This is an optimization exercise on Yosys and OpenROAD, whose aim is small area, a short achievable clock period and few clock cycles per item, not a production implementation.
At most, simulation tests tie the RTL to the original design; equivalence was not proved.
The clock port is modelled as an ideal driver, which makes a skipped or thinned clock tree look cheaper than it is; a real chip needs a root buffer or a tree.
Power and IR drop assume default switching activity.

==> flow/design.v <==
`timescale          1ns/1ps
`default_nettype    none
module MS_DMAC_AHBL (
    input   wire    HCLK,
    input   wire    HRESETn,
    output  wire    IRQ,
    input wire          HSEL,
    input wire [31:0]   HADDR,
    input wire [1:0]    HTRANS,
    input wire          HWRITE,
    input wire          HREADY,
    input wire [31:0]   HWDATA,
    input wire [2:0]    HSIZE,
    output wire         HREADYOUT,
    output wire [31:0]  HRDATA,
    output wire [31:0]  M_HADDR,
    output wire [1:0]   M_HTRANS,
    output wire [2:0] 	M_HSIZE,
    output wire         M_HWRITE,
    output wire [31:0]  M_HWDATA,
    input wire          M_HREADY,
    input wire [31:0]   M_HRDATA
);
    reg         wr_en;
    reg         s_ctrl, s_saddr, s_daddr, s_size, s_trig;
    always @(posedge HCLK or negedge HRESETn)
        if (~HRESETn) wr_en <= 1'b0;
        else wr_en <= HREADY & HSEL & HTRANS[1] & HWRITE & (HADDR[7:5] == 3'b000);
    always @(posedge HCLK) begin
        s_ctrl  <= (HADDR[4:2] == 3'd0);
        s_saddr <= (HADDR[4:2] == 3'd2);
        s_daddr <= (HADDR[4:2] == 3'd3);
        s_size  <= (HADDR[4:2] == 3'd4);
        s_trig  <= (HADDR[4:2] == 3'd5);
    end
    wire        trig_wr = wr_en & s_trig;
    reg [31:0]  CTRL_REG;
    reg [31:0]  SADDR_REG;
    reg [31:0]  DADDR_REG;
    reg [15:0]  SIZE_REG;
    wire [31:0] ctrl_nx  = (wr_en & s_ctrl)  ? HWDATA : CTRL_REG;
    wire [31:0] saddr_nx = (wr_en & s_saddr) ? HWDATA : SADDR_REG;
    wire [31:0] daddr_nx = (wr_en & s_daddr) ? HWDATA : DADDR_REG;
    wire [15:0] size_nx  = (wr_en & s_size)  ? HWDATA[15:0] : SIZE_REG;
    always @(posedge HCLK or negedge HRESETn)
        if (~HRESETn) begin
            CTRL_REG  <= 32'h0;
            SADDR_REG <= 32'h0;
            DADDR_REG <= 32'h0;
            SIZE_REG  <= 16'h0;
        end else begin
            CTRL_REG  <= ctrl_nx;
            SADDR_REG <= saddr_nx;
            DADDR_REG <= daddr_nx;
            SIZE_REG  <= size_nx;
        end
    wire        EN        = CTRL_REG[0];
    wire [1:0]  SRC_TYPE  = CTRL_REG[17:16];
    wire [2:0]  SRC_AI    = CTRL_REG[20:18];
    wire [1:0]  DEST_TYPE = CTRL_REG[25:24];
    wire [2:0]  DEST_AI   = CTRL_REG[28:26];
    reg         busy;        
    reg         done;        
    reg         htrans_q;    
    reg         hread_q;     
    wire        hwrite_q = ~hread_q;
    reg [1:0]   hsize_q;
    reg         htrans_o;    
    reg         hwrite_o;
    reg [2:0]   step_q;      
    reg [15:0]  cntr;        
    reg [31:0]  haddr_q;     
    reg [31:0]  rdata;
    wire        issue     = htrans_q & M_HREADY;
    wire        last      = (cntr == SIZE_REG);
    wire        start     = trig_wr & HWDATA[0] & EN & (SIZE_REG != 16'h0);
    wire        finish    = busy & EN & ~htrans_q & M_HREADY;
    reg         htrans_nx, hread_nx;
    always @* begin
        htrans_nx = htrans_q;
        hread_nx  = hread_q;
        if (start) begin
            htrans_nx = 1'b1;
            hread_nx  = 1'b1;
        end else if (issue) begin
            if (hread_q) begin
                hread_nx  = 1'b0;
            end else if (last) begin
                htrans_nx = 1'b0;
            end else begin
                hread_nx  = 1'b1;
            end
        end
    end
    always @(posedge HCLK or negedge HRESETn)
        if (~HRESETn) begin
            htrans_q <= 1'b0;
            hread_q  <= 1'b0;
            htrans_o <= 1'b0;
            hwrite_o <= 1'b0;
        end else begin
            htrans_q <= htrans_nx;
            hread_q  <= hread_nx;
            htrans_o <= htrans_nx;
            hwrite_o <= ~hread_nx & htrans_nx;
        end
    function [2:0] ai_step(input [2:0] ai);
        ai_step = (ai == 3'd4) ? 3'b100 :
                  (ai == 3'd2) ? 3'b010 :
                  (ai != 3'd0) ? 3'b001 : 3'b000;
    endfunction
    always @(posedge HCLK)
        if (~htrans_q | M_HREADY) begin
            hsize_q <= (htrans_q & ~hwrite_q) ? DEST_TYPE : SRC_TYPE;
            step_q  <= (htrans_q & ~hwrite_q) ? ai_step(DEST_AI) : ai_step(SRC_AI);
        end
    wire [15:0] cntr_inc = cntr + 16'h1;
    always @(posedge HCLK)
        cntr <= ~htrans_q ? 16'h0 : (M_HREADY & hread_q) ? cntr_inc : cntr;
    reg         hc_q;
    reg [17:0]  nx_lo;
    reg         nx_c;
    wire [18:0] stepped = {1'b0, haddr_q[17:0]} + {16'h0, step_q};
    wire [13:0] nx_base = hwrite_q ? SADDR_REG[31:18] : DADDR_REG[31:18];
    wire [13:0] nx_hi   = nx_base + {13'h0, nx_c & htrans_q};
    always @(posedge HCLK)
        if (~htrans_q | M_HREADY) haddr_q[31:18] <= nx_hi;
    always @(posedge HCLK)
        if (~htrans_q) begin
            haddr_q[17:0] <= SADDR_REG[17:0];
            hc_q          <= 1'b0;
            nx_lo         <= DADDR_REG[17:0];
            nx_c          <= 1'b0;
        end else if (M_HREADY) begin
            haddr_q[17:0] <= nx_lo;
            hc_q          <= nx_c;
            nx_lo         <= stepped[17:0];
            nx_c          <= hc_q | stepped[18];
        end
    wire        half_from_word = (SRC_TYPE == 2'd2) & (DEST_TYPE == 2'd1);
    always @(posedge HCLK)
        if (htrans_q & hwrite_q) begin
            rdata[15:0]  <= M_HRDATA[15:0];
            rdata[31:16] <= half_from_word ? M_HRDATA[15:0] : M_HRDATA[31:16];
        end
    wire        busy_nx = trig_wr ? HWDATA[0] : (busy & ~finish);
    wire        done_nx = ~trig_wr & (done | finish);
    always @(posedge HCLK or negedge HRESETn)
        if (~HRESETn) begin
            busy <= 1'b0;
            done <= 1'b0;
        end else begin
            busy <= busy_nx;
            done <= done_nx;
        end
    reg [31:0]  hrdata_q;
    wire [31:0] rd_lo4 = HADDR[3] ? (HADDR[2] ? daddr_nx : saddr_nx)
                                  : (HADDR[2] ? {31'h0, done_nx} : ctrl_nx);
    wire [31:0] rd_hi4 = HADDR[2] ? {31'h0, busy_nx} : {16'h0, size_nx};
    always @(posedge HCLK)
        hrdata_q <= HADDR[4] ? rd_hi4 : rd_lo4;
    assign IRQ       = done;
    assign HREADYOUT = 1'b1;
    assign HRDATA   = hrdata_q;
    assign M_HADDR  = haddr_q;
    assign M_HTRANS = {htrans_o, 1'b0};
    assign M_HWRITE = hwrite_o;
    assign M_HSIZE  = {1'b0, hsize_q};
    assign M_HWDATA = rdata;
endmodule
==> flow/config.mk <==
export PLATFORM = sky130hd
export DESIGN_NAME = MS_DMAC_AHBL
export DESIGN_NICKNAME = MS_DMAC_AHBL
export VERILOG_FILES = /design/flow/design.v
export SDC_FILE = /design/flow/constraint.sdc
export NUM_CORES = 4
export LEC_CHECK = 0
export ABC_CLOCK_PERIOD_IN_PS = 2500
export CAP_MARGIN = 20
export CORE_MARGIN = 2
export CORE_UTILIZATION = 40
export CTS_CLUSTER_DIAMETER = 80
export CTS_CLUSTER_SIZE = 20
export SETUP_SLACK_MARGIN = 4.4
export SLEW_MARGIN = 20
==> flow/constraint.sdc <==
create_clock -name core_clock -period 7.0 [get_ports {HCLK}]
set_input_delay 1.4000 -clock core_clock [delete_from_list [all_inputs] [get_ports {HCLK}]]
set_output_delay 1.4000 -clock core_clock [all_outputs]
set_load 0.01 [all_outputs]
standard.sh (not shown) runs the stock make flow with config.mk's settings and CLKGATE_MAP_FILE= SYNTH_SCRIPT=/design/flow/synth_recipe.tcl, a recipe that flattens the netlist after the stock synthesis.
==> flow/flow/run.sh <==
#!/bin/bash
# The standard layout with three changes:
# - the port buffers are built from the smallest buffer (buf_1) instead of
#   the resizer's default pick; the resizer may still upsize them;
# - after CTS, the clock tree's root buffer is removed, so the clock port
#   drives the first level of the tree (2 clock buffers) directly; every
#   register still gets its clock through two levels of buffers;
# - CTS inserts no dummy loads to balance the tree.
# make's output goes to flow_make.log here.
set -euo pipefail
export BUFFER_PORTS_ARGS="-buffer_cell sky130_fd_sc_hd__buf_1"
export POST_CTS_TCL="$PWD/flow/post_cts.tcl"
export CTS_ARGS="-sink_clustering_enable -repair_clock_nets -sink_clustering_size 20 -sink_clustering_max_diameter 80 -dont_use_dummy_load"
bash standard.sh > flow_make.log 2>&1
==> flow/flow/post_cts.tcl <==
set block [ord::get_db_block]
foreach root [$block getInsts] {
  if {![string match "clkbuf_0_*" [$root getName]]} { continue }
  set in_net [[$root findITerm A] getNet]
  set out_net [[$root findITerm X] getNet]
  if {$in_net eq "NULL" || $out_net eq "NULL"} { continue }
  if {[llength [$in_net getBTerms]] != 1} { continue }
  set loads {}
  foreach it [$out_net getITerms] {
    if {[$it getInst] ne $root} { lappend loads $it }
  }
  if {[llength $loads] > 4 || [llength [$out_net getBTerms]] != 0} { continue }
  puts "post_cts: removing [$root getName], [llength $loads] loads move to [$in_net getName]"
  foreach it $loads {
    $it disconnect
    $it connect $in_net
  }
  [$root findITerm A] disconnect
  [$root findITerm X] disconnect
  odb::dbInst_destroy $root
  odb::dbNet_destroy $out_net
}
estimate_parasitics -placement
report_clock_latency
The baseline ran to the end with no violations.
Then changed:
--- a/flow/design.v
+++ b/flow/design.v
@@ -60,12 +60,11 @@
     wire [1:0]  DEST_TYPE = CTRL_REG[25:24];
     wire [2:0]  DEST_AI   = CTRL_REG[28:26];
     reg         busy;        
     reg         done;        
     reg         htrans_q;    
-    reg         hread_q;     
-    wire        hwrite_q = ~hread_q;
+    reg         hwrite_q;    
     reg [1:0]   hsize_q;
     reg         htrans_o;    
     reg         hwrite_o;
     reg [2:0]   step_q;      
     reg [15:0]  cntr;        
@@ -73,38 +72,38 @@
     reg [31:0]  rdata;
     wire        issue     = htrans_q & M_HREADY;
     wire        last      = (cntr == SIZE_REG);
     wire        start     = trig_wr & HWDATA[0] & EN & (SIZE_REG != 16'h0);
     wire        finish    = busy & EN & ~htrans_q & M_HREADY;
-    reg         htrans_nx, hread_nx;
+    reg         htrans_nx, hwrite_nx;
     always @* begin
         htrans_nx = htrans_q;
-        hread_nx  = hread_q;
+        hwrite_nx = hwrite_q;
         if (start) begin
             htrans_nx = 1'b1;
-            hread_nx  = 1'b1;
+            hwrite_nx = 1'b0;
         end else if (issue) begin
-            if (hread_q) begin
-                hread_nx  = 1'b0;
+            if (~hwrite_q) begin
+                hwrite_nx = 1'b1;
             end else if (last) begin
                 htrans_nx = 1'b0;
             end else begin
-                hread_nx  = 1'b1;
+                hwrite_nx = 1'b0;
             end
         end
     end
     always @(posedge HCLK or negedge HRESETn)
         if (~HRESETn) begin
             htrans_q <= 1'b0;
-            hread_q  <= 1'b0;
+            hwrite_q <= 1'b1;
             htrans_o <= 1'b0;
             hwrite_o <= 1'b0;
         end else begin
             htrans_q <= htrans_nx;
-            hread_q  <= hread_nx;
+            hwrite_q <= hwrite_nx;
             htrans_o <= htrans_nx;
-            hwrite_o <= ~hread_nx & htrans_nx;
+            hwrite_o <= hwrite_nx & htrans_nx;
         end
     function [2:0] ai_step(input [2:0] ai);
         ai_step = (ai == 3'd4) ? 3'b100 :
                   (ai == 3'd2) ? 3'b010 :
                   (ai != 3'd0) ? 3'b001 : 3'b000;
@@ -112,13 +111,13 @@
     always @(posedge HCLK)
         if (~htrans_q | M_HREADY) begin
             hsize_q <= (htrans_q & ~hwrite_q) ? DEST_TYPE : SRC_TYPE;
             step_q  <= (htrans_q & ~hwrite_q) ? ai_step(DEST_AI) : ai_step(SRC_AI);
         end
-    wire [15:0] cntr_inc = cntr + 16'h1;
     always @(posedge HCLK)
-        cntr <= ~htrans_q ? 16'h0 : (M_HREADY & hread_q) ? cntr_inc : cntr;
+        if (~htrans_q) cntr <= 16'h0;
+        else if (M_HREADY & ~hwrite_q) cntr <= cntr + 16'h1;
     reg         hc_q;
     reg [17:0]  nx_lo;
     reg         nx_c;
     wire [18:0] stepped = {1'b0, haddr_q[17:0]} + {16'h0, step_q};
     wire [13:0] nx_base = hwrite_q ? SADDR_REG[31:18] : DADDR_REG[31:18];
@@ -152,15 +151,19 @@
         end else begin
             busy <= busy_nx;
             done <= done_nx;
         end
     reg [31:0]  hrdata_q;
-    wire [31:0] rd_lo4 = HADDR[3] ? (HADDR[2] ? daddr_nx : saddr_nx)
-                                  : (HADDR[2] ? {31'h0, done_nx} : ctrl_nx);
-    wire [31:0] rd_hi4 = HADDR[2] ? {31'h0, busy_nx} : {16'h0, size_nx};
     always @(posedge HCLK)
-        hrdata_q <= HADDR[4] ? rd_hi4 : rd_lo4;
+        case (HADDR[4:2])
+            3'd0:    hrdata_q <= ctrl_nx;
+            3'd1:    hrdata_q <= {31'h0, done_nx};
+            3'd2:    hrdata_q <= saddr_nx;
+            3'd3:    hrdata_q <= daddr_nx;
+            3'd4:    hrdata_q <= {16'h0, size_nx};
+            default: hrdata_q <= {31'h0, busy_nx};
+        endcase
     assign IRQ       = done;
     assign HREADYOUT = 1'b1;
     assign HRDATA   = hrdata_q;
     assign M_HADDR  = haddr_q;
     assign M_HTRANS = {htrans_o, 1'b0};
After rerunning: Setup slack improves by 49 ps; design area is lower by 1.1%; via count is lower by 1.0%; synthesized cell count stays flat; power is lower by 7.8%; non-clock buffer count is lower by 6; wire length is lower by 3.2%; clock power is lower by about 1%; fmax is higher by 2.0%; die area is lower by 0.36%.
Testbench counts after the change, summed over its fixed seeds: cycles 18,508, items 5,221.
No functional check of the RTL was part of the first run of this note.

==> separate check: timing with driven ports <==
The flow's constraints put no driver on any port. The routed layouts listed below were extracted and timed again, unchanged, in two steps.
Step 1, drivers: a clkbuf_16 drives HCLK and a buf_2 each remaining input, both assumed.
Step 2 adds t to the input delays and takes it off the output delays; t is the mean of the earliest and latest rising clock arrival at the registers after step 1. Input paths then give back, and output paths get back, about the clock's delay inside the block.
Slacks: no drivers / after step 1 / after step 2; pairs: no drivers / after step 1.
run | t, ns | setup slack, ns | hold slack, ns
the first run | 0.417 | 4.486 / 4.425 / 4.118 | 0.485 / 0.485 / 0.485
the second run | 0.405 | 4.534 / 4.511 / 4.174 | 0.499 / 0.499 / 0.499
After both steps every run listed still meets setup and hold. For the first run, which loses most, drivers alone change the setup slack by -0.061 ns; drivers and shift together by -0.368 ns.
